This design comes from an exercise in tuning for small area, a short achievable clock period and few clock cycles per item on the open sky130 flow, not from production work.
In this exercise RTL edits were held to simulation tests only and were not proved equivalent to the original.
Power figures rest on the tool's default switching activity, not on a simulated workload.

==> flow/design.v, too long to show whole: its modules and the start of the top module <==
// module mac_s: 352 lines
// module mac_u: 352 lines
// module mac_r: 353 lines
// module net_16_16_8_4_16_1_8: 229 lines
module net_16_16_8_4_16_1_8(clk, reset, input_valid, input_ready, input_data, output_valid, output_ready, output_data);
  // ...
==> flow/flow/run.sh <==
#!/bin/bash
# Standard ORFS layout (the standard.sh), with timing repair aimed at a tighter
# setup target than the 10 ns clock: repair_timing treats paths with less than
# SETUP_SLACK_MARGIN ns of slack as violations. Constraints (SDC) are unchanged.
set -o pipefail
MARGIN=$(cat flow/margin.txt 2>/dev/null || echo 6.4)
bash standard.sh SETUP_SLACK_MARGIN=$MARGIN finish 2>&1 | tee flow_make.log
==> flow/flow/margin.txt <==
6.4
==> flow/standard.sh <==
#!/bin/bash
# synth_recipe.tcl (not shown) runs the flow's synth.tcl, then flattens the netlist and writes it again
# the make line also repeats each setting of config.mk as NAME=value (left out here)
make -C /OpenROAD-flow-scripts/flow DESIGN_CONFIG=/design/flow/config.mk WORK_HOME=/design/flow/orfs CLKGATE_MAP_FILE= SYNTH_SCRIPT=/design/flow/synth_recipe.tcl "${@:-finish}"
==> flow/config.mk <==
export PLATFORM = sky130hd
export DESIGN_NAME = net_16_16_8_4_16_1_8
export DESIGN_NICKNAME = net_16_16_8_4_16_1_8
export VERILOG_FILES = /design/flow/design.v
export SDC_FILE = /design/flow/constraint.sdc
export NUM_CORES = 4
export LEC_CHECK = 0
export CAP_MARGIN = 20
export CORE_MARGIN = 2
export CORE_UTILIZATION = 40
export SLEW_MARGIN = 20
==> flow/constraint.sdc <==
create_clock -name core_clock -period 10.0 [get_ports {clk}]
set_input_delay 2.0000 -clock core_clock [delete_from_list [all_inputs] [get_ports {clk}]]
set_output_delay 2.0000 -clock core_clock [all_outputs]
set_load 0.01 [all_outputs]
==> results.py, run 1 <==
metrics = {
    "layout": {
        "numSequentialCells": 2957,
        "multi_input_area_share_pct": 53.04,
        "nets": 19810,
        "buffers": 365,
        "nClkBuffers": 455,
        "multi_input_area_um2": 106500,
        "clock_area_share_pct": 5.900,
        "final_core_util_pct": 45.38,
        "top_register": "x2buf",
        "nMultiInputCombCells": 11440,
        "dominant_cells": "multi-input combinational cells",
        "sh_seq_area_pct": 32.12,
    },
    "grt": {
        "grt_max_degree": 177,
        "grt_use_met1_pct": 28.28,
        "grt-ovfl-total": 0,
    },
    "yosys": {
        "syn_avg_cell_area_um2": 10.16,
        "ys_dominant_reg_cell": "dfxtp_1",
        "netlist_area_um2": 178000,
        "synth_edf_count": 504,
        "synth_top_family_by_area": "adder cells",
        "synthCells": 17530,
        "synth_seq_cells": 2957,
    },
    "critical_path": {
        "path_cells": "buf_4, inv_2, buf_4, nor3_4, a22oi_1, nand4_1, nor3_1, nor3_1",
        "ff2ff_path_depth": 8,
        "critical_path.slowest_cell": "nor3_4",
    },
    "power_and_ir_drop": {
        "ir_drop_mv": 0.1568,
    },
    "timing": {
        "fin_crit_sh_pct": 36.28,
        "timing_hold_violations_final": 0,
        "max_clock_freq_mhz": 275.7,
        "slew_viol_final": 0,
    },
    "job": {
        "drv_cap": 0,
    },
    "clock_tree": {
        "clock-sinks": 2957,
        "root_buffer": "clkbuf_16",
    },
    "status": {
        "outcome": "timing/DRC/antenna clean",
    },
    "placement": {
        "hpwl_mm": 352.2,
        "dp.cells": 22450,
    },
    "detailed_routing": {
        "first_pass_iters": 9,
        "detail_route.iter0.violations": 11490,
        "vias_per_cell": 5.403,
        "dr_wl_met3_mm": 33.68,
    },
    "hold_path": {
        "hold_class": "reg2reg",
        "hold_depth": 0,
    },
    "floorplanning": {
        "initial_core_util_pct": 40.24,
    },
}
Testbench counts, summed over its fixed seeds: cycles 3,456, vectors 192.
==> module mac_r, before the edit <==
module mac_r (input clk, input [15:0] x, input [11:0] code, input fp, output reg [15:0] acc, output reg [15:0] acc2);
  wire n1 = ((code[1] & x[0])) ^ code[0];
  wire n2 = ((code[1] & x[1]) | (code[2] & x[0])) ^ code[0];
  wire n3 = ((code[1] & x[2]) | (code[2] & x[1])) ^ code[0];
  wire n4 = ((code[1] & x[3]) | (code[2] & x[2])) ^ code[0];
  wire n5 = ((code[1] & x[4]) | (code[2] & x[3])) ^ code[0];
  wire n6 = ((code[1] & x[5]) | (code[2] & x[4])) ^ code[0];
  wire n7 = ((code[1] & x[6]) | (code[2] & x[5])) ^ code[0];
  wire n8 = ((code[1] & x[7]) | (code[2] & x[6])) ^ code[0];
  wire n9 = ((code[1] & x[8]) | (code[2] & x[7])) ^ code[0];
  wire n10 = ((code[1] & x[9]) | (code[2] & x[8])) ^ code[0];
  wire n11 = ((code[1] & x[10]) | (code[2] & x[9])) ^ code[0];
  wire n12 = ((code[1] & x[11]) | (code[2] & x[10])) ^ code[0];
  wire n13 = ((code[1] & x[12]) | (code[2] & x[11])) ^ code[0];
  wire n14 = ((code[1] & x[13]) | (code[2] & x[12])) ^ code[0];
  wire n15 = ((code[1] & x[14]) | (code[2] & x[13])) ^ code[0];
  wire n16 = ((code[2] & x[14])) ^ code[0];
  wire n17 = (1'b0) ^ code[0];
  wire n18 = ~n17;
  wire n19 = ((code[4] & x[0])) ^ code[3];
  wire n20 = ((code[4] & x[1]) | (code[5] & x[0])) ^ code[3];
  wire n21 = ((code[4] & x[2]) | (code[5] & x[1])) ^ code[3];
  wire n22 = ((code[4] & x[3]) | (code[5] & x[2])) ^ code[3];
  wire n23 = ((code[4] & x[4]) | (code[5] & x[3])) ^ code[3];
  wire n24 = ((code[4] & x[5]) | (code[5] & x[4])) ^ code[3];
  wire n25 = ((code[4] & x[6]) | (code[5] & x[5])) ^ code[3];
  wire n26 = ((code[4] & x[7]) | (code[5] & x[6])) ^ code[3];
  wire n27 = ((code[4] & x[8]) | (code[5] & x[7])) ^ code[3];
  wire n28 = ((code[4] & x[9]) | (code[5] & x[8])) ^ code[3];
  wire n29 = ((code[4] & x[10]) | (code[5] & x[9])) ^ code[3];
  wire n30 = ((code[4] & x[11]) | (code[5] & x[10])) ^ code[3];
  wire n31 = ((code[4] & x[12]) | (code[5] & x[11])) ^ code[3];
  wire n32 = ((code[4] & x[13]) | (code[5] & x[12])) ^ code[3];
  wire n33 = ((code[4] & x[14]) | (code[5] & x[13])) ^ code[3];
  wire n34 = ((code[5] & x[14])) ^ code[3];
  wire n35 = (1'b0) ^ code[3];
  wire n36 = ~n35;
  wire n37 = ((code[7] & x[0])) ^ code[6];
  wire n38 = ((code[7] & x[1]) | (code[8] & x[0])) ^ code[6];
  wire n39 = ((code[7] & x[2]) | (code[8] & x[1])) ^ code[6];
  wire n40 = ((code[7] & x[3]) | (code[8] & x[2])) ^ code[6];
  wire n41 = ((code[7] & x[4]) | (code[8] & x[3])) ^ code[6];
  wire n42 = ((code[7] & x[5]) | (code[8] & x[4])) ^ code[6];
  wire n43 = ((code[7] & x[6]) | (code[8] & x[5])) ^ code[6];
  wire n44 = ((code[7] & x[7]) | (code[8] & x[6])) ^ code[6];
  wire n45 = ((code[7] & x[8]) | (code[8] & x[7])) ^ code[6];
  wire n46 = ((code[7] & x[9]) | (code[8] & x[8])) ^ code[6];
  wire n47 = ((code[7] & x[10]) | (code[8] & x[9])) ^ code[6];
  wire n48 = ((code[7] & x[11]) | (code[8] & x[10])) ^ code[6];
  wire n49 = ((code[7] & x[12]) | (code[8] & x[11])) ^ code[6];
  wire n50 = ((code[7] & x[13]) | (code[8] & x[12])) ^ code[6];
  wire n51 = ((code[7] & x[14]) | (code[8] & x[13])) ^ code[6];
  wire n52 = ((code[8] & x[14])) ^ code[6];
  wire n53 = (1'b0) ^ code[6];
  wire n54 = ~n53;
  wire n55 = ((code[10] & x[0])) ^ code[9];
  wire n56 = ((code[10] & x[1]) | (code[11] & x[0])) ^ code[9];
  wire n57 = ((code[10] & x[2]) | (code[11] & x[1])) ^ code[9];
  wire n58 = ((code[10] & x[3]) | (code[11] & x[2])) ^ code[9];
  wire n59 = ((code[10] & x[4]) | (code[11] & x[3])) ^ code[9];
  wire n60 = ((code[10] & x[5]) | (code[11] & x[4])) ^ code[9];
  wire n61 = ((code[10] & x[6]) | (code[11] & x[5])) ^ code[9];
  wire n62 = ((code[10] & x[7]) | (code[11] & x[6])) ^ code[9];
  wire n63 = ((code[10] & x[8]) | (code[11] & x[7])) ^ code[9];
  wire n64 = ((code[10] & x[9]) | (code[11] & x[8])) ^ code[9];
  wire n65 = ((code[10] & x[10]) | (code[11] & x[9])) ^ code[9];
  wire n66 = ((code[10] & x[11]) | (code[11] & x[10])) ^ code[9];
  wire n67 = ((code[10] & x[12]) | (code[11] & x[11])) ^ code[9];
  wire n68 = ((code[10] & x[13]) | (code[11] & x[12])) ^ code[9];
  wire n69 = ((code[10] & x[14]) | (code[11] & x[13])) ^ code[9];
  wire n70 = ((code[11] & x[14])) ^ code[9];
  wire n71 = (1'b0) ^ code[9];
  wire n72 = ~n71;
  wire n73 = ~n18;
  wire n74 = ~n34;
  wire n75 = ~n52;
  wire n76 = ~n70;
  wire n77 = n7 ^ n23; wire n78 = n7 & n23;
  wire n79 = n8 ^ n24; wire n80 = n8 & n24;
  wire n81 = n9 ^ n25; wire n82 = n9 & n25;
  wire n83 = n10 ^ n26; wire n84 = n10 & n26;
  wire n85 = n11 ^ n27; wire n86 = n11 & n27;
  wire n87 = n12 ^ n28; wire n88 = n12 & n28;
  wire n89 = n13 ^ n29; wire n90 = n13 & n29;
  wire n91 = n14 ^ n30; wire n92 = n14 & n30;
  wire n93 = n15 ^ n31; wire n94 = n15 & n31;
  wire n95 = n16 ^ n32; wire n96 = n16 & n32;
  wire n97 = n33 ^ n49; wire n98 = n33 & n49;
  wire n99 = n50 ^ n66; wire n100 = n50 & n66;
  wire n101 = n36 ^ n51; wire n102 = n36 & n51;
  wire n103 = n5 ^ n21; wire n104 = n5 & n21;
  wire n105 = n6 ^ n22; wire n106 = n6 & n22;
  wire n107 = n39 ^ n55 ^ code[9]; wire n108 = (n39 & n55) | (n39 & code[9]) | (n55 & code[9]);
  wire n109 = n40 ^ n56 ^ n79; wire n110 = (n40 & n56) | (n40 & n79) | (n56 & n79);
  wire n111 = n41 ^ n57 ^ n81; wire n112 = (n41 & n57) | (n41 & n81) | (n57 & n81);
  wire n113 = n42 ^ n58 ^ n83; wire n114 = (n42 & n58) | (n42 & n83) | (n58 & n83);
  wire n115 = n43 ^ n59 ^ n85; wire n116 = (n43 & n59) | (n43 & n85) | (n59 & n85);
  wire n117 = n44 ^ n60 ^ n87; wire n118 = (n44 & n60) | (n44 & n87) | (n60 & n87);
  wire n119 = n45 ^ n61 ^ n89; wire n120 = (n45 & n61) | (n45 & n89) | (n61 & n89);
  wire n121 = n46 ^ n62 ^ n91; wire n122 = (n46 & n62) | (n46 & n91) | (n62 & n91);
  wire n123 = n47 ^ n63 ^ n93; wire n124 = (n47 & n63) | (n47 & n93) | (n63 & n93);
  wire n125 = n48 ^ n64 ^ n95; wire n126 = (n48 & n64) | (n48 & n95) | (n64 & n95);
  wire n127 = n65 ^ n73 ^ n97; wire n128 = (n65 & n73) | (n65 & n97) | (n73 & n97);
  wire n129 = n18 ^ n74 ^ n99; wire n130 = (n18 & n74) | (n18 & n99) | (n74 & n99);
  wire n131 = n67 ^ n34 ^ n101; wire n132 = (n67 & n34) | (n67 & n101) | (n34 & n101);
  wire n133 = n68 ^ n75; wire n134 = n68 & n75;
  wire n135 = n54 ^ n69; wire n136 = n54 & n69;
  wire n137 = n3 ^ n19; wire n138 = n3 & n19;
  wire n139 = n4 ^ n20; wire n140 = n4 & n20;
  wire n141 = n37 ^ code[6] ^ n103; wire n142 = (n37 & code[6]) | (n37 & n103) | (code[6] & n103);
  wire n143 = n38 ^ n105 ^ n104; wire n144 = (n38 & n105) | (n38 & n104) | (n105 & n104);
  wire n145 = n77 ^ n107 ^ n106; wire n146 = (n77 & n107) | (n77 & n106) | (n107 & n106);
  wire n147 = n78 ^ n109 ^ n108; wire n148 = (n78 & n109) | (n78 & n108) | (n109 & n108);
  wire n149 = n80 ^ n111 ^ n110; wire n150 = (n80 & n111) | (n80 & n110) | (n111 & n110);
  wire n151 = n82 ^ n113 ^ n112; wire n152 = (n82 & n113) | (n82 & n112) | (n113 & n112);
  wire n153 = n84 ^ n115 ^ n114; wire n154 = (n84 & n115) | (n84 & n114) | (n115 & n114);
  wire n155 = n86 ^ n117 ^ n116; wire n156 = (n86 & n117) | (n86 & n116) | (n117 & n116);
  wire n157 = n88 ^ n119 ^ n118; wire n158 = (n88 & n119) | (n88 & n118) | (n119 & n118);
  wire n159 = n90 ^ n121 ^ n120; wire n160 = (n90 & n121) | (n90 & n120) | (n121 & n120);
  wire n161 = n92 ^ n123 ^ n122; wire n162 = (n92 & n123) | (n92 & n122) | (n123 & n122);
  wire n163 = n94 ^ n125 ^ n124; wire n164 = (n94 & n125) | (n94 & n124) | (n125 & n124);
  wire n165 = n96 ^ n127 ^ n126; wire n166 = (n96 & n127) | (n96 & n126) | (n127 & n126);
  wire n167 = n98 ^ n129 ^ n128; wire n168 = (n98 & n129) | (n98 & n128) | (n129 & n128);
  wire n169 = n100 ^ n131 ^ n130; wire n170 = (n100 & n131) | (n100 & n130) | (n131 & n130);
  wire n171 = n102 ^ n133 ^ n132; wire n172 = (n102 & n133) | (n102 & n132) | (n133 & n132);
  wire n173 = n52 ^ n135 ^ n134; wire n174 = (n52 & n135) | (n52 & n134) | (n135 & n134);
  wire n175 = n76 ^ n136; wire n176 = n76 & n136;
  wire n177 = n72 ^ n70; wire n178 = n72 & n70;
  wire [23:0] aw = {1'b1, n177, n175, n173, n171, n169, n167, n165, n163, n161, n159, n157, n155, n153, n151, n149, n147, n145, n143, n141, n139, code[3], n2, n1};
  wire [23:0] bw = {n178, n176, n174, n172, n170, n168, n166, n164, n162, n160, n158, n156, n154, n152, n150, n148, n146, n144, n142, n140, n138, n137, 1'b0, code[0]};
  reg [23:0] ca, cb;
  always @(posedge clk) begin ca <= aw; cb <= bw; end
  wire m1 = ca[0] ^ cb[0]; wire m2 = ca[0] & cb[0];
  wire m3 = ca[1] ^ cb[1]; wire m4 = ca[1] & cb[1];
  wire m5 = ca[2] ^ cb[2]; wire m6 = ca[2] & cb[2];
  wire m7 = ca[3] ^ cb[3]; wire m8 = ca[3] & cb[3];
  wire m9 = ca[4] ^ cb[4]; wire m10 = ca[4] & cb[4];
  wire m11 = ca[5] ^ cb[5]; wire m12 = ca[5] & cb[5];
  wire m13 = ca[6] ^ cb[6]; wire m14 = ca[6] & cb[6];
  wire m15 = ca[7] ^ cb[7]; wire m16 = ca[7] & cb[7];
  wire m17 = ca[8] ^ cb[8]; wire m18 = ca[8] & cb[8];
  wire m19 = ca[9] ^ cb[9]; wire m20 = ca[9] & cb[9];
  wire m21 = ca[10] ^ cb[10]; wire m22 = ca[10] & cb[10];
  wire m23 = ca[11] ^ cb[11]; wire m24 = ca[11] & cb[11];
  wire m25 = ca[12] ^ cb[12]; wire m26 = ca[12] & cb[12];
  wire m27 = ca[13] ^ cb[13]; wire m28 = ca[13] & cb[13];
  wire m29 = ca[14] ^ cb[14]; wire m30 = ca[14] & cb[14];
  wire m31 = ca[15] ^ cb[15]; wire m32 = ca[15] & cb[15];
  wire m33 = ca[16] ^ cb[16]; wire m34 = ca[16] & cb[16];
  wire m35 = ca[17] ^ cb[17]; wire m36 = ca[17] & cb[17];
  wire m37 = ca[18] ^ cb[18]; wire m38 = ca[18] & cb[18];
  wire m39 = ca[19] ^ cb[19]; wire m40 = ca[19] & cb[19];
  wire m41 = ca[20] ^ cb[20]; wire m42 = ca[20] & cb[20];
  wire m43 = ca[21] ^ cb[21]; wire m44 = ca[21] & cb[21];
  wire m45 = ca[22] ^ cb[22]; wire m46 = ca[22] & cb[22];
  wire m47 = ca[23] ^ cb[23]; wire m48 = ca[23] & cb[23];
  wire m49 = m4 | (m3 & m2);
  wire m50 = m3 & m1;
  wire m51 = m8 | (m7 & m6);
  wire m52 = m7 & m5;
  wire m53 = m12 | (m11 & m10);
  wire m54 = m11 & m9;
  wire m55 = m16 | (m15 & m14);
  wire m56 = m15 & m13;
  wire m57 = m20 | (m19 & m18);
  wire m58 = m19 & m17;
  wire m59 = m24 | (m23 & m22);
  wire m60 = m23 & m21;
  wire m61 = m28 | (m27 & m26);
  wire m62 = m27 & m25;
  wire m63 = m32 | (m31 & m30);
  wire m64 = m31 & m29;
  wire m65 = m36 | (m35 & m34);
  wire m66 = m35 & m33;
  wire m67 = m40 | (m39 & m38);
  wire m68 = m39 & m37;
  wire m69 = m44 | (m43 & m42);
  wire m70 = m43 & m41;
  wire m71 = m48 | (m47 & m46);
  wire m72 = m47 & m45;
  wire m73 = m51 | (m52 & m49);
  wire m74 = m52 & m50;
  wire m75 = m55 | (m56 & m53);
  wire m76 = m56 & m54;
  wire m77 = m59 | (m60 & m57);
  wire m78 = m60 & m58;
  wire m79 = m63 | (m64 & m61);
  wire m80 = m64 & m62;
  wire m81 = m67 | (m68 & m65);
  wire m82 = m68 & m66;
  wire m83 = m71 | (m72 & m69);
  wire m84 = m72 & m70;
  wire m85 = m75 | (m76 & m73);
  wire m86 = m76 & m74;
  wire m87 = m79 | (m80 & m77);
  wire m88 = m80 & m78;
  wire m89 = m83 | (m84 & m81);
  wire m90 = m84 & m82;
  wire m91 = m87 | (m88 & m85);
  wire m92 = m88 & m86;
  wire m93 = m89 | (m90 & m91);
  wire m94 = m90 & m92;
  wire m95 = m77 | (m78 & m85);
  wire m96 = m78 & m86;
  wire m97 = m81 | (m82 & m91);
  wire m98 = m82 & m92;
  wire m99 = m53 | (m54 & m73);
  wire m100 = m54 & m74;
  wire m101 = m57 | (m58 & m85);
  wire m102 = m58 & m86;
  wire m103 = m61 | (m62 & m95);
  wire m104 = m62 & m96;
  wire m105 = m65 | (m66 & m91);
  wire m106 = m66 & m92;
  wire m107 = m69 | (m70 & m97);
  wire m108 = m70 & m98;
  wire m109 = m6 | (m5 & m49);
  wire m110 = m5 & m50;
  wire m111 = m10 | (m9 & m73);
  wire m112 = m9 & m74;
  wire m113 = m14 | (m13 & m99);
  wire m114 = m13 & m100;
  wire m115 = m18 | (m17 & m85);
  wire m116 = m17 & m86;
  wire m117 = m22 | (m21 & m101);
  wire m118 = m21 & m102;
  wire m119 = m26 | (m25 & m95);
  wire m120 = m25 & m96;
  wire m121 = m30 | (m29 & m103);
  wire m122 = m29 & m104;
  wire m123 = m34 | (m33 & m91);
  wire m124 = m33 & m92;
  wire m125 = m38 | (m37 & m105);
  wire m126 = m37 & m106;
  wire m127 = m42 | (m41 & m97);
  wire m128 = m41 & m98;
  wire m129 = m46 | (m45 & m107);
  wire m130 = m45 & m108;
  wire m131 = m3 ^ m2;
  wire m132 = m5 ^ m49;
  wire m133 = m7 ^ m109;
  wire m134 = m9 ^ m73;
  wire m135 = m11 ^ m111;
  wire m136 = m13 ^ m99;
  wire m137 = m15 ^ m113;
  wire m138 = m17 ^ m85;
  wire m139 = m19 ^ m115;
  wire m140 = m21 ^ m101;
  wire m141 = m23 ^ m117;
  wire m142 = m25 ^ m95;
  wire m143 = m27 ^ m119;
  wire m144 = m29 ^ m103;
  wire m145 = m31 ^ m121;
  wire m146 = m33 ^ m91;
  wire m147 = m35 ^ m123;
  wire m148 = m37 ^ m105;
  wire m149 = m39 ^ m125;
  wire m150 = m41 ^ m97;
  wire m151 = m43 ^ m127;
  wire m152 = m45 ^ m107;
  wire m153 = m47 ^ m129;
  wire [23:0] pr = {m153, m152, m151, m150, m149, m148, m147, m146, m145, m144, m143, m142, m141, m140, m139, m138, m137, m136, m135, m134, m133, m132, m131, m1};
  wire povf = ~((&pr[23:15]) | ~(|pr[23:15]));
  reg [15:0] p;
  always @(posedge clk) p <= povf ? {pr[23], {15{~pr[23]}}} : pr[15:0];
  wire k1 = acc2[0] ^ p[0]; wire k2 = acc2[0] & p[0];
  wire k3 = acc2[1] ^ p[1]; wire k4 = acc2[1] & p[1];
  wire k5 = acc2[2] ^ p[2]; wire k6 = acc2[2] & p[2];
  wire k7 = acc2[3] ^ p[3]; wire k8 = acc2[3] & p[3];
  wire k9 = acc2[4] ^ p[4]; wire k10 = acc2[4] & p[4];
  wire k11 = acc2[5] ^ p[5]; wire k12 = acc2[5] & p[5];
  wire k13 = acc2[6] ^ p[6]; wire k14 = acc2[6] & p[6];
  wire k15 = acc2[7] ^ p[7]; wire k16 = acc2[7] & p[7];
  wire k17 = acc2[8] ^ p[8]; wire k18 = acc2[8] & p[8];
  wire k19 = acc2[9] ^ p[9]; wire k20 = acc2[9] & p[9];
  wire k21 = acc2[10] ^ p[10]; wire k22 = acc2[10] & p[10];
  wire k23 = acc2[11] ^ p[11]; wire k24 = acc2[11] & p[11];
  wire k25 = acc2[12] ^ p[12]; wire k26 = acc2[12] & p[12];
  wire k27 = acc2[13] ^ p[13]; wire k28 = acc2[13] & p[13];
  wire k29 = acc2[14] ^ p[14]; wire k30 = acc2[14] & p[14];
  wire k31 = acc2[15] ^ p[15]; wire k32 = acc2[15] & p[15];
  wire k33 = k4 | (k3 & k2);
  wire k34 = k3 & k1;
  wire k35 = k8 | (k7 & k6);
  wire k36 = k7 & k5;
  wire k37 = k12 | (k11 & k10);
  wire k38 = k11 & k9;
  wire k39 = k16 | (k15 & k14);
  wire k40 = k15 & k13;
  wire k41 = k20 | (k19 & k18);
  wire k42 = k19 & k17;
  wire k43 = k24 | (k23 & k22);
  wire k44 = k23 & k21;
  wire k45 = k28 | (k27 & k26);
  wire k46 = k27 & k25;
  wire k47 = k32 | (k31 & k30);
  wire k48 = k31 & k29;
  wire k49 = k35 | (k36 & k33);
  wire k50 = k36 & k34;
  wire k51 = k39 | (k40 & k37);
  wire k52 = k40 & k38;
  wire k53 = k43 | (k44 & k41);
  wire k54 = k44 & k42;
  wire k55 = k47 | (k48 & k45);
  wire k56 = k48 & k46;
  wire k57 = k51 | (k52 & k49);
  wire k58 = k52 & k50;
  wire k59 = k55 | (k56 & k53);
  wire k60 = k56 & k54;
  wire k61 = k59 | (k60 & k57);
  wire k62 = k60 & k58;
  wire k63 = k53 | (k54 & k57);
  wire k64 = k54 & k58;
  wire k65 = k37 | (k38 & k49);
  wire k66 = k38 & k50;
  wire k67 = k41 | (k42 & k57);
  wire k68 = k42 & k58;
  wire k69 = k45 | (k46 & k63);
  wire k70 = k46 & k64;
  wire k71 = k6 | (k5 & k33);
  wire k72 = k5 & k34;
  wire k73 = k10 | (k9 & k49);
  wire k74 = k9 & k50;
  wire k75 = k14 | (k13 & k65);
  wire k76 = k13 & k66;
  wire k77 = k18 | (k17 & k57);
  wire k78 = k17 & k58;
  wire k79 = k22 | (k21 & k67);
  wire k80 = k21 & k68;
  wire k81 = k26 | (k25 & k63);
  wire k82 = k25 & k64;
  wire k83 = k30 | (k29 & k69);
  wire k84 = k29 & k70;
  wire k85 = k3 ^ k2;
  wire k86 = k5 ^ k33;
  wire k87 = k7 ^ k71;
  wire k88 = k9 ^ k49;
  wire k89 = k11 ^ k73;
  wire k90 = k13 ^ k65;
  wire k91 = k15 ^ k75;
  wire k92 = k17 ^ k57;
  wire k93 = k19 ^ k77;
  wire k94 = k21 ^ k67;
  wire k95 = k23 ^ k79;
  wire k96 = k25 ^ k63;
  wire k97 = k27 ^ k81;
  wire k98 = k29 ^ k69;
  wire k99 = k31 ^ k83;
  wire [15:0] s = {k99, k98, k97, k96, k95, k94, k93, k92, k91, k90, k89, k88, k87, k86, k85, k1};
  wire sovf = (acc2[15] == p[15]) & (s[15] != p[15]);
  always @(posedge clk) acc <= fp ? p : sovf ? {p[15], {15{~p[15]}}} : s;
  always @(posedge clk) acc2 <= acc;
endmodule
==> module net_16_16_8_4_16_1_8, before the edit <==
module net_16_16_8_4_16_1_8(clk, reset, input_valid, input_ready, input_data, output_valid, output_ready, output_data);
input clk, reset, input_valid, output_ready;
input signed [15:0] input_data;
output signed [15:0] output_data;
output output_valid, input_ready;
reg [3:0] col1;
reg rdy;
assign input_ready = rdy;
wire in_fire = input_valid & rdy;
reg [15:0] x1;
reg f1x, l1x, f1m, l1m, f1p, l1p, done1;
reg [15:0] x2buf [0:15];
reg x2full; reg [3:0] col2;
reg [15:0] x2;
reg f2x, l2x, f2m, l2m, f2p, l2p, done2;
reg [15:0] x3buf [0:7];
reg x3full; reg [3:0] i3; reg run3;
reg [15:0] x3;
reg f3x, l3x, f3m, l3m, f3p, l3p, done3;
reg [15:0] ob [0:3];
reg [3:0] ov;
reg [15:0] wb [0:3];
reg wfull;
assign output_data = ob[0];
assign output_valid = ov[0];
wire out_fire = ov[0] & output_ready;
wire ob_empty = ~ov[0];
wire [15:0] acc1 [0:15];
wire [15:0] acc2 [0:7];
wire [15:0] acc3 [0:3];    
wire l3_pending = l3x | l3m | l3p | done3;
wire start3 = x3full & ~run3 & ((~ov[0] & ~wfull) | (~l3_pending & ~(ov[0] & wfull)));
wire issue3 = run3 | start3;
wire x3_free4 = ~x3full | (run3 & (i3 >= 4'd11));
wire issue2 = x2full & ((col2 != 4'd15) | x3_free4);
wire x2_free5 = ~x2full | ((col2 >= 4'd10) & (~x3full | (run3 & (({1'b0, i3} + 5'd4) >= {1'b0, col2}))));
wire move = ~ov[0] & wfull;
wire [3:0] col1_n = col1 + {3'd0, in_fire};
wire [15:0] x2sel = x2buf[col2];
wire [15:0] x3sel = x3buf[i3[3:1]];
always @(posedge clk) begin
  x1 <= in_fire ? input_data : 16'd0;
  f1x <= in_fire & (col1 == 4'd0); l1x <= in_fire & (col1 == 4'd15);
  f1m <= f1x; l1m <= l1x; f1p <= f1m; l1p <= l1m;
  x2 <= issue2 ? {1'b0, x2sel[14:0] & {15{~x2sel[15]}}} : 16'd0;
  f2x <= issue2 & (col2 == 4'd0); l2x <= issue2 & (col2 == 4'd15);
  f2m <= f2x; l2m <= l2x; f2p <= f2m; l2p <= l2m;
  x3 <= issue3 ? {1'b0, x3sel[14:0] & {15{~x3sel[15]}}} : 16'd0;
  f3x <= issue3 & (i3[3:1] == 3'd0); l3x <= issue3 & (i3 == 4'd15);
  f3m <= f3x; l3m <= l3x; f3p <= f3m; l3p <= l3m;
  if (reset) begin
    col1 <= 4'd0; rdy <= 1'b1;
    f1x <= 1'b0; l1x <= 1'b0; f1m <= 1'b0; l1m <= 1'b0; f1p <= 1'b0; l1p <= 1'b0; done1 <= 1'b0;
    x2full <= 1'b0; col2 <= 4'd0;
    f2x <= 1'b0; l2x <= 1'b0; f2m <= 1'b0; l2m <= 1'b0; f2p <= 1'b0; l2p <= 1'b0; done2 <= 1'b0;
    x3full <= 1'b0; i3 <= 4'd0; run3 <= 1'b0; wfull <= 1'b0;
    f3x <= 1'b0; l3x <= 1'b0; f3m <= 1'b0; l3m <= 1'b0; f3p <= 1'b0; l3p <= 1'b0; done3 <= 1'b0;
    ov <= 4'd0;
  end else begin
    col1 <= col1_n;
    rdy <= (col1_n != 4'd15) | x2_free5;
    done1 <= l1p;
    if (issue2) col2 <= col2 + 4'd1;
    if (done1) x2full <= 1'b1; else if (issue2 & (col2 == 4'd15)) x2full <= 1'b0;
    done2 <= l2p;
    if (issue3) i3 <= i3 + 4'd1;
    if (start3) run3 <= 1'b1; else if (i3 == 4'd15) run3 <= 1'b0;
    if (done2) x3full <= 1'b1; else if (issue3 & (i3 == 4'd15)) x3full <= 1'b0;
    done3 <= l3p;
    if ((done3 & ~ov[0] & ~wfull) | move) ov <= 4'b1111; else if (out_fire) ov <= {1'b0, ov[3:1]};
    if (done3 & (ov[0] | wfull)) wfull <= 1'b1; else if (move) wfull <= 1'b0;
  end
end
always @(posedge clk) begin
  if (done1) begin
    x2buf[0] <= acc1[0];
    x2buf[1] <= acc1[1];
    x2buf[2] <= acc1[2];
    x2buf[3] <= acc1[3];
    x2buf[4] <= acc1[4];
    x2buf[5] <= acc1[5];
    x2buf[6] <= acc1[6];
    x2buf[7] <= acc1[7];
    x2buf[8] <= acc1[8];
    x2buf[9] <= acc1[9];
    x2buf[10] <= acc1[10];
    x2buf[11] <= acc1[11];
    x2buf[12] <= acc1[12];
    x2buf[13] <= acc1[13];
    x2buf[14] <= acc1[14];
    x2buf[15] <= acc1[15];
  end
  if (done2) begin
    x3buf[0] <= acc2[0];
    x3buf[1] <= acc2[1];
    x3buf[2] <= acc2[2];
    x3buf[3] <= acc2[3];
    x3buf[4] <= acc2[4];
    x3buf[5] <= acc2[5];
    x3buf[6] <= acc2[6];
    x3buf[7] <= acc2[7];
  end
  if (done3 & (ov[0] | wfull)) begin
    wb[0] <= {1'b0, acc3[0][14:0] & {15{~acc3[0][15]}}};
    wb[1] <= {1'b0, acc3[1][14:0] & {15{~acc3[1][15]}}};
    wb[2] <= {1'b0, acc3[2][14:0] & {15{~acc3[2][15]}}};
    wb[3] <= {1'b0, acc3[3][14:0] & {15{~acc3[3][15]}}};
  end
  if (move) begin
    ob[0] <= wb[0];
    ob[1] <= wb[1];
    ob[2] <= wb[2];
    ob[3] <= wb[3];
  end else if (done3 & ~ov[0] & ~wfull) begin
    ob[0] <= {1'b0, acc3[0][14:0] & {15{~acc3[0][15]}}};
    ob[1] <= {1'b0, acc3[1][14:0] & {15{~acc3[1][15]}}};
    ob[2] <= {1'b0, acc3[2][14:0] & {15{~acc3[2][15]}}};
    ob[3] <= {1'b0, acc3[3][14:0] & {15{~acc3[3][15]}}};
  end else if (out_fire) begin
    ob[0] <= ob[1];
    ob[1] <= ob[2];
    ob[2] <= ob[3];
  end
end
localparam [191:0] m1_0_T = 192'h482142625a9b6959426050dd41a6e54289630188286aa8e5;
reg [11:0] m1_0_k;
always @(posedge clk) m1_0_k <= m1_0_T[col1*12 +: 12];
mac_s m1_0 (.clk(clk), .x(x1), .code(m1_0_k), .fp(f1p), .acc(acc1[0]));
localparam [191:0] m1_1_T = 192'h828a13942a9871bb286134d012a0da4a842a563828413080;
reg [11:0] m1_1_k;
always @(posedge clk) m1_1_k <= m1_1_T[col1*12 +: 12];
mac_s m1_1 (.clk(clk), .x(x1), .code(m1_1_k), .fp(f1p), .acc(acc1[1]));
localparam [191:0] m1_2_T = 192'ha00b036e5803aa341b75569b48341369811aaa8000a12152;
reg [11:0] m1_2_k;
always @(posedge clk) m1_2_k <= m1_2_T[col1*12 +: 12];
mac_s m1_2 (.clk(clk), .x(x1), .code(m1_2_k), .fp(f1p), .acc(acc1[2]));
localparam [191:0] m1_3_T = 192'h4124a54e88da71a11a4906a3a9571b6230c0a238e809a695;
reg [11:0] m1_3_k;
always @(posedge clk) m1_3_k <= m1_3_T[col1*12 +: 12];
mac_s m1_3 (.clk(clk), .x(x1), .code(m1_3_k), .fp(f1p), .acc(acc1[3]));
localparam [191:0] m1_4_T = 192'h1038e54054d56836957404a3550753963085818a020024a3;
reg [11:0] m1_4_k;
always @(posedge clk) m1_4_k <= m1_4_T[col1*12 +: 12];
mac_s m1_4 (.clk(clk), .x(x1), .code(m1_4_k), .fp(f1p), .acc(acc1[4]));
localparam [191:0] m1_5_T = 192'h1050d5aa8690612a9255572a4134c27034c061261341ab28;
reg [11:0] m1_5_k;
always @(posedge clk) m1_5_k <= m1_5_T[col1*12 +: 12];
mac_s m1_5 (.clk(clk), .x(x1), .code(m1_5_k), .fp(f1p), .acc(acc1[5]));
localparam [191:0] m1_6_T = 192'h6054826ea1184eaaa54001530006984aaa83752a851400a8;
reg [11:0] m1_6_k;
always @(posedge clk) m1_6_k <= m1_6_T[col1*12 +: 12];
mac_s m1_6 (.clk(clk), .x(x1), .code(m1_6_k), .fp(f1p), .acc(acc1[6]));
localparam [191:0] m1_7_T = 192'h4254906e55404dd4c2a986da0a3a83518a8049db1a41a02a;
reg [11:0] m1_7_k;
always @(posedge clk) m1_7_k <= m1_7_T[col1*12 +: 12];
mac_s m1_7 (.clk(clk), .x(x1), .code(m1_7_k), .fp(f1p), .acc(acc1[7]));
localparam [191:0] m1_8_T = 192'h1524804dd4a38dd09381daaa4aa4a88d0b1a750105528015;
reg [11:0] m1_8_k;
always @(posedge clk) m1_8_k <= m1_8_T[col1*12 +: 12];
mac_s m1_8 (.clk(clk), .x(x1), .code(m1_8_k), .fp(f1p), .acc(acc1[8]));
localparam [191:0] m1_9_T = 192'h6a8753a104e31289555524d549baa37405280d56da400763;
reg [11:0] m1_9_k;
always @(posedge clk) m1_9_k <= m1_9_T[col1*12 +: 12];
mac_s m1_9 (.clk(clk), .x(x1), .code(m1_9_k), .fp(f1p), .acc(acc1[9]));
localparam [191:0] m1_10_T = 192'ha024e84236a36dd955005b284d24e5163a2315349d015698;
reg [11:0] m1_10_k;
always @(posedge clk) m1_10_k <= m1_10_T[col1*12 +: 12];
mac_s m1_10 (.clk(clk), .x(x1), .code(m1_10_k), .fp(f1p), .acc(acc1[10]));
localparam [191:0] m1_11_T = 192'h96562a8c551b4e351a49b4dd81db186808dd1536d2083092;
reg [11:0] m1_11_k;
always @(posedge clk) m1_11_k <= m1_11_T[col1*12 +: 12];
mac_s m1_11 (.clk(clk), .x(x1), .code(m1_11_k), .fp(f1p), .acc(acc1[11]));
localparam [191:0] m1_12_T = 192'h6d5aaa68381da9a4030828dd0286834850c30c04004a3a90;
reg [11:0] m1_12_k;
always @(posedge clk) m1_12_k <= m1_12_T[col1*12 +: 12];
mac_s m1_12 (.clk(clk), .x(x1), .code(m1_12_k), .fp(f1p), .acc(acc1[12]));
localparam [191:0] m1_13_T = 192'hd00d55034854024dd4038c0542552542085728493400505;
reg [11:0] m1_13_k;
always @(posedge clk) m1_13_k <= m1_13_T[col1*12 +: 12];
mac_s m1_13 (.clk(clk), .x(x1), .code(m1_13_k), .fp(f1p), .acc(acc1[13]));
localparam [191:0] m1_14_T = 192'ha234e3680755aa5b057550dd6a86157656c0a9b8d56000e3;
reg [11:0] m1_14_k;
always @(posedge clk) m1_14_k <= m1_14_T[col1*12 +: 12];
mac_s m1_14 (.clk(clk), .x(x1), .code(m1_14_k), .fp(f1p), .acc(acc1[14]));
localparam [191:0] m1_15_T = 192'hb1d8d351baa3093a254d80d00eaa930c58e34c0a234028d5;
reg [11:0] m1_15_k;
always @(posedge clk) m1_15_k <= m1_15_T[col1*12 +: 12];
mac_s m1_15 (.clk(clk), .x(x1), .code(m1_15_k), .fp(f1p), .acc(acc1[15]));
localparam [191:0] m2_0_T = 192'h1a7180954d268341b8e849d0d361db1d6d3a80410a150a5;
reg [11:0] m2_0_k;
always @(posedge clk) m2_0_k <= m2_0_T[col2*12 +: 12];
mac_u m2_0 (.clk(clk), .x(x2), .code(m2_0_k), .fp(f2p), .acc(acc2[0]));
localparam [191:0] m2_1_T = 192'h9b4d30d2aa568255540541341b69a6829406136838e381d;
reg [11:0] m2_1_k;
always @(posedge clk) m2_1_k <= m2_1_T[col2*12 +: 12];
mac_u m2_1 (.clk(clk), .x(x2), .code(m2_1_k), .fp(f2p), .acc(acc2[1]));
localparam [191:0] m2_2_T = 192'h9261811b4da4808ea4100c261a0a8a956a36d308241ab28;
reg [11:0] m2_2_k;
always @(posedge clk) m2_2_k <= m2_2_T[col2*12 +: 12];
mac_u m2_2 (.clk(clk), .x(x2), .code(m2_2_k), .fp(f2p), .acc(acc2[2]));
localparam [191:0] m2_3_T = 192'h858c050515015295349b4d04839657039636934d8082103;
reg [11:0] m2_3_k;
always @(posedge clk) m2_3_k <= m2_3_T[col2*12 +: 12];
mac_u m2_3 (.clk(clk), .x(x2), .code(m2_3_k), .fp(f2p), .acc(acc2[3]));
localparam [191:0] m2_4_T = 192'h6a38c094295251a61b02301d4806109406d895280369081d;
reg [11:0] m2_4_k;
always @(posedge clk) m2_4_k <= m2_4_T[col2*12 +: 12];
mac_u m2_4 (.clk(clk), .x(x2), .code(m2_4_k), .fp(f2p), .acc(acc2[4]));
localparam [191:0] m2_5_T = 192'h6134c3a0061a1058d58d5083a12718a8214201841d0dd685;
reg [11:0] m2_5_k;
always @(posedge clk) m2_5_k <= m2_5_T[col2*12 +: 12];
mac_u m2_5 (.clk(clk), .x(x2), .code(m2_5_k), .fp(f2p), .acc(acc2[5]));
localparam [191:0] m2_6_T = 192'h16569d11a4dd8184050256c042580541b0804924806c261d;
reg [11:0] m2_6_k;
always @(posedge clk) m2_6_k <= m2_6_T[col2*12 +: 12];
mac_u m2_6 (.clk(clk), .x(x2), .code(m2_6_k), .fp(f2p), .acc(acc2[6]));
localparam [191:0] m2_7_T = 192'h4286a80134ea41a69209a0c34d349a6d38e551a75209b412;
reg [11:0] m2_7_k;
always @(posedge clk) m2_7_k <= m2_7_T[col2*12 +: 12];
mac_u m2_7 (.clk(clk), .x(x2), .code(m2_7_k), .fp(f2p), .acc(acc2[7]));
localparam [191:0] m3_0_T = 192'h5550d801a002b03612a850d8a124d84ea08282a11d69d8d5;
reg [11:0] m3_0_k;
always @(posedge clk) m3_0_k <= m3_0_T[i3*12 +: 12];
mac_r m3_0 (.clk(clk), .x(x3), .code(m3_0_k), .fp(f3p), .acc(acc3[1]), .acc2(acc3[0]));
localparam [191:0] m3_1_T = 192'ha9aaa501baa81637538ea6230ea6db71872809a41da250db;
reg [11:0] m3_1_k;
always @(posedge clk) m3_1_k <= m3_1_T[i3*12 +: 12];
mac_r m3_1 (.clk(clk), .x(x3), .code(m3_1_k), .fp(f3p), .acc(acc3[3]), .acc2(acc3[2]));
endmodule
==> inputs of run 2 (changes only) <==
--- a/flow/design.v
+++ b/flow/design.v
@@ -703,5 +703,5 @@
   always @(posedge clk) acc <= fp ? p : sovf ? {p[15], {15{~p[15]}}} : s;
 endmodule
-module mac_r (input clk, input [15:0] x, input [11:0] code, input fp, output reg [15:0] acc, output reg [15:0] acc2);
+module mac_r (input clk, input [15:0] x, input [11:0] code, input fp, input en, output reg [15:0] acc, output reg [15:0] acc2);
   wire n1 = ((code[1] & x[0])) ^ code[0];
   wire n2 = ((code[1] & x[1]) | (code[2] & x[0])) ^ code[0];
@@ -1053,6 +1053,5 @@
   wire [15:0] s = {k99, k98, k97, k96, k95, k94, k93, k92, k91, k90, k89, k88, k87, k86, k85, k1};
   wire sovf = (acc2[15] == p[15]) & (s[15] != p[15]);
-  always @(posedge clk) acc <= fp ? p : sovf ? {p[15], {15{~p[15]}}} : s;
-  always @(posedge clk) acc2 <= acc;
+  always @(posedge clk) if (en) begin acc <= fp ? p : sovf ? {p[15], {15{~p[15]}}} : s; acc2 <= acc; end
 endmodule
 module net_16_16_8_4_16_1_8(clk, reset, input_valid, input_ready, input_data, output_valid, output_ready, output_data);
@@ -1067,5 +1066,5 @@
 reg [15:0] x1;
 reg f1x, l1x, f1m, l1m, f1p, l1p, done1;
-reg [15:0] x2buf [0:15];
+reg [15:0] x2buf [0:15];    
 reg x2full; reg [3:0] col2;
 reg [15:0] x2;
@@ -1077,6 +1076,5 @@
 reg [15:0] ob [0:3];
 reg [3:0] ov;
-reg [15:0] wb [0:3];
-reg wfull;
+reg res3;    
 assign output_data = ob[0];
 assign output_valid = ov[0];
@@ -1087,12 +1085,13 @@
 wire [15:0] acc3 [0:3];    
 wire l3_pending = l3x | l3m | l3p | done3;
-wire start3 = x3full & ~run3 & ((~ov[0] & ~wfull) | (~l3_pending & ~(ov[0] & wfull)));
+wire fin3 = done3 | res3;
+wire unload3 = fin3 & ob_empty;
+wire start3 = x3full & ~run3 & ~res3 & (~l3_pending | ob_empty);
 wire issue3 = run3 | start3;
 wire x3_free4 = ~x3full | (run3 & (i3 >= 4'd11));
 wire issue2 = x2full & ((col2 != 4'd15) | x3_free4);
 wire x2_free5 = ~x2full | ((col2 >= 4'd10) & (~x3full | (run3 & (({1'b0, i3} + 5'd4) >= {1'b0, col2}))));
-wire move = ~ov[0] & wfull;
 wire [3:0] col1_n = col1 + {3'd0, in_fire};
-wire [15:0] x2sel = x2buf[col2];
+wire [15:0] x2sel = x2buf[0];
 wire [15:0] x3sel = x3buf[i3[3:1]];
 always @(posedge clk) begin
@@ -1111,5 +1110,5 @@
     x2full <= 1'b0; col2 <= 4'd0;
     f2x <= 1'b0; l2x <= 1'b0; f2m <= 1'b0; l2m <= 1'b0; f2p <= 1'b0; l2p <= 1'b0; done2 <= 1'b0;
-    x3full <= 1'b0; i3 <= 4'd0; run3 <= 1'b0; wfull <= 1'b0;
+    x3full <= 1'b0; i3 <= 4'd0; run3 <= 1'b0; res3 <= 1'b0;
     f3x <= 1'b0; l3x <= 1'b0; f3m <= 1'b0; l3m <= 1'b0; f3p <= 1'b0; l3p <= 1'b0; done3 <= 1'b0;
     ov <= 4'd0;
@@ -1125,6 +1124,6 @@
     if (done2) x3full <= 1'b1; else if (issue3 & (i3 == 4'd15)) x3full <= 1'b0;
     done3 <= l3p;
-    if ((done3 & ~ov[0] & ~wfull) | move) ov <= 4'b1111; else if (out_fire) ov <= {1'b0, ov[3:1]};
-    if (done3 & (ov[0] | wfull)) wfull <= 1'b1; else if (move) wfull <= 1'b0;
+    res3 <= fin3 & ~ob_empty;
+    if (unload3) ov <= 4'b1111; else if (out_fire) ov <= {1'b0, ov[3:1]};
   end
 end
@@ -1147,4 +1146,20 @@
     x2buf[14] <= acc1[14];
     x2buf[15] <= acc1[15];
+  end else begin
+    if (issue2) x2buf[0] <= x2buf[1];
+    x2buf[1] <= x2buf[2];
+    x2buf[2] <= x2buf[3];
+    x2buf[3] <= x2buf[4];
+    x2buf[4] <= x2buf[5];
+    x2buf[5] <= x2buf[6];
+    x2buf[6] <= x2buf[7];
+    x2buf[7] <= x2buf[8];
+    x2buf[8] <= x2buf[9];
+    x2buf[9] <= x2buf[10];
+    x2buf[10] <= x2buf[11];
+    x2buf[11] <= x2buf[12];
+    x2buf[12] <= x2buf[13];
+    x2buf[13] <= x2buf[14];
+    x2buf[14] <= x2buf[15];
   end
   if (done2) begin
@@ -1158,16 +1173,5 @@
     x3buf[7] <= acc2[7];
   end
-  if (done3 & (ov[0] | wfull)) begin
-    wb[0] <= {1'b0, acc3[0][14:0] & {15{~acc3[0][15]}}};
-    wb[1] <= {1'b0, acc3[1][14:0] & {15{~acc3[1][15]}}};
-    wb[2] <= {1'b0, acc3[2][14:0] & {15{~acc3[2][15]}}};
-    wb[3] <= {1'b0, acc3[3][14:0] & {15{~acc3[3][15]}}};
-  end
-  if (move) begin
-    ob[0] <= wb[0];
-    ob[1] <= wb[1];
-    ob[2] <= wb[2];
-    ob[3] <= wb[3];
-  end else if (done3 & ~ov[0] & ~wfull) begin
+  if (unload3) begin
     ob[0] <= {1'b0, acc3[0][14:0] & {15{~acc3[0][15]}}};
     ob[1] <= {1'b0, acc3[1][14:0] & {15{~acc3[1][15]}}};
@@ -1279,8 +1283,8 @@
 reg [11:0] m3_0_k;
 always @(posedge clk) m3_0_k <= m3_0_T[i3*12 +: 12];
-mac_r m3_0 (.clk(clk), .x(x3), .code(m3_0_k), .fp(f3p), .acc(acc3[1]), .acc2(acc3[0]));
+mac_r m3_0 (.clk(clk), .x(x3), .code(m3_0_k), .fp(f3p), .en(~(fin3 & ~ob_empty)), .acc(acc3[1]), .acc2(acc3[0]));
 localparam [191:0] m3_1_T = 192'ha9aaa501baa81637538ea6230ea6db71872809a41da250db;
 reg [11:0] m3_1_k;
 always @(posedge clk) m3_1_k <= m3_1_T[i3*12 +: 12];
-mac_r m3_1 (.clk(clk), .x(x3), .code(m3_1_k), .fp(f3p), .acc(acc3[3]), .acc2(acc3[2]));
+mac_r m3_1 (.clk(clk), .x(x3), .code(m3_1_k), .fp(f3p), .en(~(fin3 & ~ob_empty)), .acc(acc3[3]), .acc2(acc3[2]));
 endmodule
==> flow/flow/margin.txt (replaced) <==
6.6
--- a/flow/config.mk
+++ b/flow/config.mk
@@ -6,4 +6,5 @@
 export NUM_CORES = 4
 export LEC_CHECK = 0
+export ABC_AREA = 1
 export CAP_MARGIN = 20
 export CORE_MARGIN = 2
==> results.py, run 2 <==
metrics = {
    "timing": {
        "setup_tns_ns": 0,
        "tightest_slew_ns": 1.160,
        "setup_viol": 0,
        "fin_skew_ns": 0.05583,
        "finalCriticalPeriod_ns": 3.530,
        "max_clock_freq_mhz": 283.3,
        "max_slew_margin_pct": 22.56,
        "slew_viol_final": 0,
        "rsz0062_at_grt": "true",
        "fin_crit_sh_pct": 35.30,
        "timing_hold_violations_final": 0,
    },
    "detailed_routing": {
        "detail_route.iter0.violations": 9734,
        "vias": 127900,
        "vias_per_cell": 5.145,
        "drt-total-wl_mm": 482.6,
        "ant_nets": 0,
        "wire_per_inst_um": 19.41,
        "post-route-drc-count": 0,
        "first_pass_iters": 6,
    },
    "floorplanning": {
        "die_h_um": 663.8,
        "initial_core_util_pct": 40.13,
        "die_area_um2": 440600,
        "io_pins": 38,
        "die_x_um": 663.8,
        "coreArea_um2": 433900,
        "rows": 242,
    },
    "critical_path": {
        "crit_required_ns": 8.00,
        "end_kind": "output pin",
        "cpPeakStageDelay_ns": 0.44,
        "worst_path_dominant_cell_family": "flip-flops",
        "crit_type": "reg2out",
        "worst-path-buf-inv": 1,
        "critical_path.slowest_cell": "dfxtp_4",
        "crit_fanout": 2,
        "path_cells": "buf_6",
        "startpoint_type": "flop",
        "cp.arrival_ns": 1.53,
    },
    "yosys": {
        "syn_avg_cell_area_um2": 9.044,
        "synth_seq_cells": 2897,
        "seq_area_frac_synth_pct": 34.94,
        "synth-async-reset-ratio_pct": 0,
        "synth_edf_count": 284,
        "synth_top_area_share_pct": 30.04,
        "synth_common_cells": "2936 x nand2_1, 2778 x inv_1, 2613 x dfxtp_1, 1958 x xor2_1, 1531 x o22ai_1",
        "synth_top_cell_by_area": "dfxtp_1",
        "ys_types": 58,
        "synthTopCellsByArea": "dfxtp_1 30%, fa_1 14%, ha_1 11%, xor2_1 9.8%, nand2_1 6.3%",
        "netlist_area_um2": 174100,
        "synthCells": 19250,
        "syn_nets": 22010,
        "ys_dominant_reg_cell": "dfxtp_1",
        "yosysWarningCount": 10,
        "synth_most_common_cell": "nand2_1",
    },
    "placement": {
        "port_buffers": 36,
        "hpwl_mm": 344.2,
        "gp_congestion": 0.9560,
    },
    "clock_tree": {
        "clock-sinks": 2897,
        "path_clk_slew_ns": 0.06,
        "clock_latency_ns": 0.98,
        "htree_levels": 5,
        "clockBufferDepth": 4,
        "cts_buffers": 325,
        "cts_tree": "done",
        "root_buffer": "clkbuf_16",
    },
    "grt": {
        "grt_use_total_pct": 21.36,
        "antenna_found_initial": 14,
        "grt_use_met1_pct": 27.97,
        "grt-ovfl-total": 0,
        "grt_pass1_vias": 127900,
        "use_met2_pct": 35.46,
        "grt_pass1_wl_mm": 744.2,
        "use_met3_pct": 2.717,
        "busiest_layer": "met2",
        "grt_max_degree": 125,
    },
    "layout": {
        "top_register": "x2buf",
        "drive_gt1_share_pct": 6.174,
        "final_common_cell": "nand2_1",
        "largest_reg_flops": 256,
        "multi_input_area_um2": 100100,
        "nets": 21620,
        "final-seq-area_um2": 60870,
        "mostFrequentLayoutCells": "2833 x nand2_1, 2751 x inv_1, 2597 x dfxtp_1",
        "num-fill-cells": 41660,
        "top_regs": "x2buf: 256 flops, x3buf: 128 flops, ob: 60 flops",
        "area_growth_pct": 10.55,
    },
    "power_and_ir_drop": {
        "powerDensity_nw_per_um2": 237.4,
        "total_power_mw": 45.69,
        "ir_drop_mv": 0.2070,
        "p_leak_nw": 92.51,
    },
    "job": {
        "drv_cap": 0,
    },
    "status": {
        "outcome": "timing/DRC/antenna clean",
    },
    "hold_path": {
        "hold_class": "reg2reg",
    },
}
-- run 2: area by class of cell --
| cell class | instances | area share (%) |
|---|---|---|
| repair inverters | 5 | 0.01560 |
| flip-flops and latches | 2897 | 31.63 |
| diodes | 6 | 0.007800 |
| clock buffers | 432 | 4.764 |
| inverters | 2856 | 5.697 |
| repair buffers | 239 | 1.060 |
| well taps | 5734 | 3.727 |
| multi-input cells | 12550 | 51.99 |
| clock inverters | 154 | 1.109 |
-- run 2: power by group --
part | internal (mW) | total, mW | switching (mW)
logic | 6.83 | 16.5 | 9.71
clock network | 7.53 | 12.7 | 5.15
registers | 14.6 | 16.5 | 1.87
total | 29.0 | 45.7 | 16.7
-- run 2: cell families (layout without fill, tap and decap cells) --
group                    after synthesis  count (layout)  share of synthesized area (%)
buffers and inverters               3823            3686                          8.543
AO/OA/AOI/OAI                       3052            3052                          10.20
other                                  1               7                       0.002154
multiplexers                           1               1                       0.005749
XOR/XNOR                            2162            2162                          10.90
AND/OR/NAND/NOR                     4583            4596                          10.50
flip-flops                          2897            2897                          34.94
adder cells (fa/ha/maj)             2734            2734                          24.91
-- run 2: worst paths after layout --
| kind | startpoint | end | cells after the start | slack (ns) |
|---|---|---|---|---|
| worst max-delay path | rdy | input_ready | 1 | 6.47 |
| worst min-delay path | f2m | f2p | 2 | 0.39 |
| worst max register to register | col1[1] | m1_5_k[3] | 7 | 6.55 |
| worst min register to register | f2m | f2p | 2 | 0.39 |
-- run 2: what timing repair did --
item | 4_1_cts | 5_1_grt
endpoints found under the setup margin | 653 | 834
setup buffers | 6 | 93
resized for setup | 181 | 405
cloned | 0 | 19
pin swaps | 4 | 75
hold buffers | 0 | 0
-- run 2: stage by stage --
stage	area [µm²]	utilization [%]	setup WS, ns	std cells	hold slack, ns
2_1_floorplan	174100	-	6.620	19250	0.3258
3_3_place_gp	178400	41.11	5.766	24160	0.3805
3_5_place_dp	178400	41.11	5.778	24160	0.3823
4_1_cts	190100	43.82	6.369	24750	0.3916
5_1_grt	192500	44.36	6.419	24860	0.4098
6_report	192500	44.36	6.470	24870	0.3916
-- run 2: tightest hold or removal path: cells and delay by family, from the launching register on --
| family | cells | cell delay [ns] |
|---|---|---|
| buffers and inverters | 1 | 0.04 |
| flip-flops | 1 | 0.29 |
| AND/OR/NAND/NOR | 1 | 0.03 |
-- run 2: layer usage --
metal	vias up	wire (µm)
li1	61080	-
met1	61920	208000
met2	3973	224500
met3	967	28010
met4	8	22080
met5	-	49
Testbench counts of run 2, summed over its fixed seeds: cycles 3,456, vectors 192.
==> inputs of run 3 (changes only) <==
--- a/flow/config.mk
+++ b/flow/config.mk
@@ -10,3 +10,5 @@
 export CORE_MARGIN = 2
 export CORE_UTILIZATION = 40
+export CTS_CLUSTER_DIAMETER = 100
+export CTS_CLUSTER_SIZE = 30
 export SLEW_MARGIN = 20
==> results.py, run 3 <==
metrics = {
    "status": {
        "outcome": "timing/DRC/antenna clean",
    },
    "timing": {
        "max_clock_freq_mhz": 279.6,
        "slew_viol_final": 0,
        "tightest_slew_ns": 1.212,
        "max_slew_margin_pct": 19.12,
        "setup_viol": 0,
        "timing_hold_violations_final": 0,
        "finalCriticalPeriod_ns": 3.576,
        "setup_tns_ns": 0,
        "fin_crit_sh_pct": 35.76,
        "rsz0062_at_grt": "true",
        "fin_skew_ns": 0.05719,
    },
    "power_and_ir_drop": {
        "total_power_mw": 39.54,
        "powerDensity_nw_per_um2": 213.5,
        "p_comb_share_pct": 41.8,
        "ir_drop_mv": 0.2198,
        "p_sw_share_pct": 39.37,
        "clkPwrFrac_pct": 16.7,
        "p_switching_mw": 15.56,
        "p_leak_nw": 88.97,
        "p_seq_share_pct": 41.6,
        "intPower_mw": 23.97,
    },
    "detailed_routing": {
        "vias": 126400,
        "wire_per_inst_um": 19.43,
        "post-route-drc-count": 0,
        "ant_nets": 0,
        "drt-total-wl_mm": 475.9,
        "vias_per_cell": 5.159,
        "first_pass_iters": 7,
        "detail_route.iter0.violations": 9803,
    },
    "critical_path": {
        "worst-path-buf-inv": 2,
        "ff2ff_path_depth": 7,
        "crit_type": "reg2reg",
        "path_depth": 7,
        "r2r_setup_slack_ns": 6.42,
        "crit_required_ns": 10.65,
        "critPathMostFrequentCell": "nor2_1",
        "critical_path.slowest_cell": "nor2_1",
        "cp.arrival_ns": 4.22,
        "cpPeakStageDelay_ns": 0.64,
        "crit_fanout": 14,
        "worst_path_dominant_cell_family": "simple AND/OR/NAND/NOR gates",
        "path_cells": "buf_4, inv_1, ha_1, nand2_1, nor2_1, nor2_1, o21ai_0",
        "startpoint_type": "flop",
        "end_kind": "flop",
    },
    "floorplanning": {
        "coreArea_um2": 433900,
        "die_area_um2": 440600,
        "die_h_um": 663.8,
        "rows": 242,
        "die_x_um": 663.8,
        "initial_core_util_pct": 40.13,
        "io_pins": 38,
    },
    "layout": {
        "num-fill-cells": 42430,
        "mostFrequentLayoutCells": "2832 x nand2_1, 2753 x inv_1, 2595 x dfxtp_1",
        "final_common_cell": "nand2_1",
        "drive_gt1_share_pct": 4.426,
        "multi_input_area_um2": 100100,
        "final_area_um2": 185200,
        "final-seq-area_um2": 60880,
        "area_growth_pct": 6.371,
        "largest_reg_flops": 256,
        "final_core_util_pct": 42.68,
        "top_regs": "x2buf: 256 flops, x3buf: 128 flops, ob: 60 flops",
        "top_register": "x2buf",
        "nets": 21430,
    },
    "clock_tree": {
        "clock-sinks": 2897,
        "cts_tree": "done",
        "path_clk_slew_ns": 0.11,
        "htree_levels": 3,
        "clockBufferDepth": 4,
        "clock_latency_ns": 0.97,
        "cts_buffers": 125,
        "cts_hold_buffers": 0,
        "root_buffer": "clkbuf_16",
    },
    "grt": {
        "grt_max_degree": 125,
        "grt_use_met1_pct": 27.97,
        "use_met3_pct": 2.133,
        "grt-ovfl-total": 0,
        "grt_pass1_vias": 125400,
        "grt_use_total_pct": 21.03,
        "use_met2_pct": 35.16,
        "antenna_found_initial": 15,
        "grt_pass1_wl_mm": 733.0,
        "busiest_layer": "met2",
    },
    "placement": {
        "port_buffers": 36,
        "gp_congestion": 0.9560,
        "placed_area_um2": 178400,
        "hpwl_mm": 344.2,
    },
    "yosys": {
        "synth_most_common_cell": "nand2_1",
        "yosysWarningCount": 10,
        "syn_nets": 22010,
        "synth_top_area_share_pct": 30.04,
        "synthCells": 19250,
        "netlist_area_um2": 174100,
        "ys_types": 58,
        "synthTopCellsByArea": "dfxtp_1 30%, fa_1 14%, ha_1 11%, xor2_1 9.8%, nand2_1 6.3%",
        "synth_seq_cells": 2897,
        "ys_dominant_reg_cell": "dfxtp_1",
        "synth_top_cell_by_area": "dfxtp_1",
        "synth_edf_count": 284,
        "seq_area_frac_synth_pct": 34.94,
        "synth-async-reset-ratio_pct": 0,
        "syn_avg_cell_area_um2": 9.044,
        "synth_common_cells": "2936 x nand2_1, 2778 x inv_1, 2613 x dfxtp_1, 1958 x xor2_1, 1531 x o22ai_1",
    },
    "hold_path": {
        "hold_depth": 2,
        "hold_class": "reg2reg",
    },
    "job": {
        "drv_cap": 0,
    },
}
-- run 3: worst paths after layout --
check | start | to
hold / removal | l2p | done2
setup reg to reg | col1[1] | m1_5_k[3]
setup / recovery | col1[1] | m1_5_k[3]
hold reg to reg | l2p | done2
-- run 3: final cells by class --
| class | count | area share (%) |
|---|---|---|
| flip-flops and latches | 2897 | 32.87 |
| repair buffers | 244 | 1.115 |
| clock inverters | 45 | 0.3486 |
| multi-input cells | 12550 | 54.05 |
| inverters | 2856 | 5.913 |
| repair inverters | 5 | 0.01621 |
| diodes | 6 | 0.008107 |
| clock buffers | 159 | 1.808 |
| well taps | 5734 | 3.874 |
-- run 3: through the flow --
step	hold WS, ns	setup WS (ns)	std cells
after floorplan	0.3258	6.620	19250
after global placement	0.3805	5.766	24160
after detailed placement	0.3823	5.778	24160
after CTS	0.3999	6.365	24370
after global routing	0.4115	6.387	24490
final	0.3990	6.424	24490
-- run 3: cell families (layout without fill, tap and decap cells) --
| logic type | after synthesis | count (layout) | share of synthesized area [%] |
|---|---|---|---|
| compound gates | 3052 | 3052 | 10.20 |
| other cells | 1 | 7 | 0.002154 |
| mux | 1 | 1 | 0.005749 |
| flops | 2897 | 2897 | 34.94 |
| fa+ha+maj | 2734 | 2734 | 24.91 |
| xor+xnor | 2162 | 2162 | 10.90 |
| buf+inv | 3823 | 3309 | 8.543 |
| simple gates | 4583 | 4595 | 10.50 |
-- run 3: tightest hold or removal path: stages (launching register included) --
cell and delay (ns):
dfxtp_1 0.31, inv_1 0.04, nor2_1 0.03
-- run 3: layer usage --
metal / wire length [µm] / up-vias
met5: 72 / -
met4: 20220 / 10
met3: 25620 / 758
met2: 222500 / 3745
met1: 207500 / 61410
li1: - / 60430
-- run 3: power groups by stage --
stage / clock (mW) / combinational [mW] / sequential (mW)
after floorplan: 0 / 12.4 / 15.9
after global placement: 0 / 15.3 / 16.6
after detailed placement: 0 / 15.7 / 16.7
after CTS: 6.79 / 16.0 / 16.4
after global routing: 7.13 / 19.3 / 16.7
final: 6.59 / 16.5 / 16.4
-- run 3: repair_timing --
action                     CTS  global route
cloned                       0            17
pin swaps                    4            84
setup endpoints to repair  667           815
resized for setup          190           383
buffers inserted             5           100

==> port drivers added, routing unchanged <==
Ports are ideal in the flow. The routed layouts listed here were re-timed in OpenROAD. Step 1 assumes that a clkbuf_16 drives the clock port and a buf_2 every other input. Step 2 also shifts input and output timing later by t, the mid clock arrival at the registers, as if the neighbouring blocks saw the same clock. a / b / c = ideal / step 1 / step 2; a / b = the first two.
run | shift t [ns] | setup slack, ns | latest minus earliest clock arrival (ns)
run 1 | 1.050 | 6.372 / 6.371 / 5.761 | 0.127 / 0.127
run 2 | 1.066 | 6.470 / 6.351 / 5.862 | 0.075 / 0.074
run 3 | 1.065 | 6.424 / 6.344 / 5.844 | 0.064 / 0.063
After both steps setup and hold are still met in every run listed. The setup slack of run 1, which loses most, moves by -0.001 ns with the drivers and by -0.611 ns with both steps.
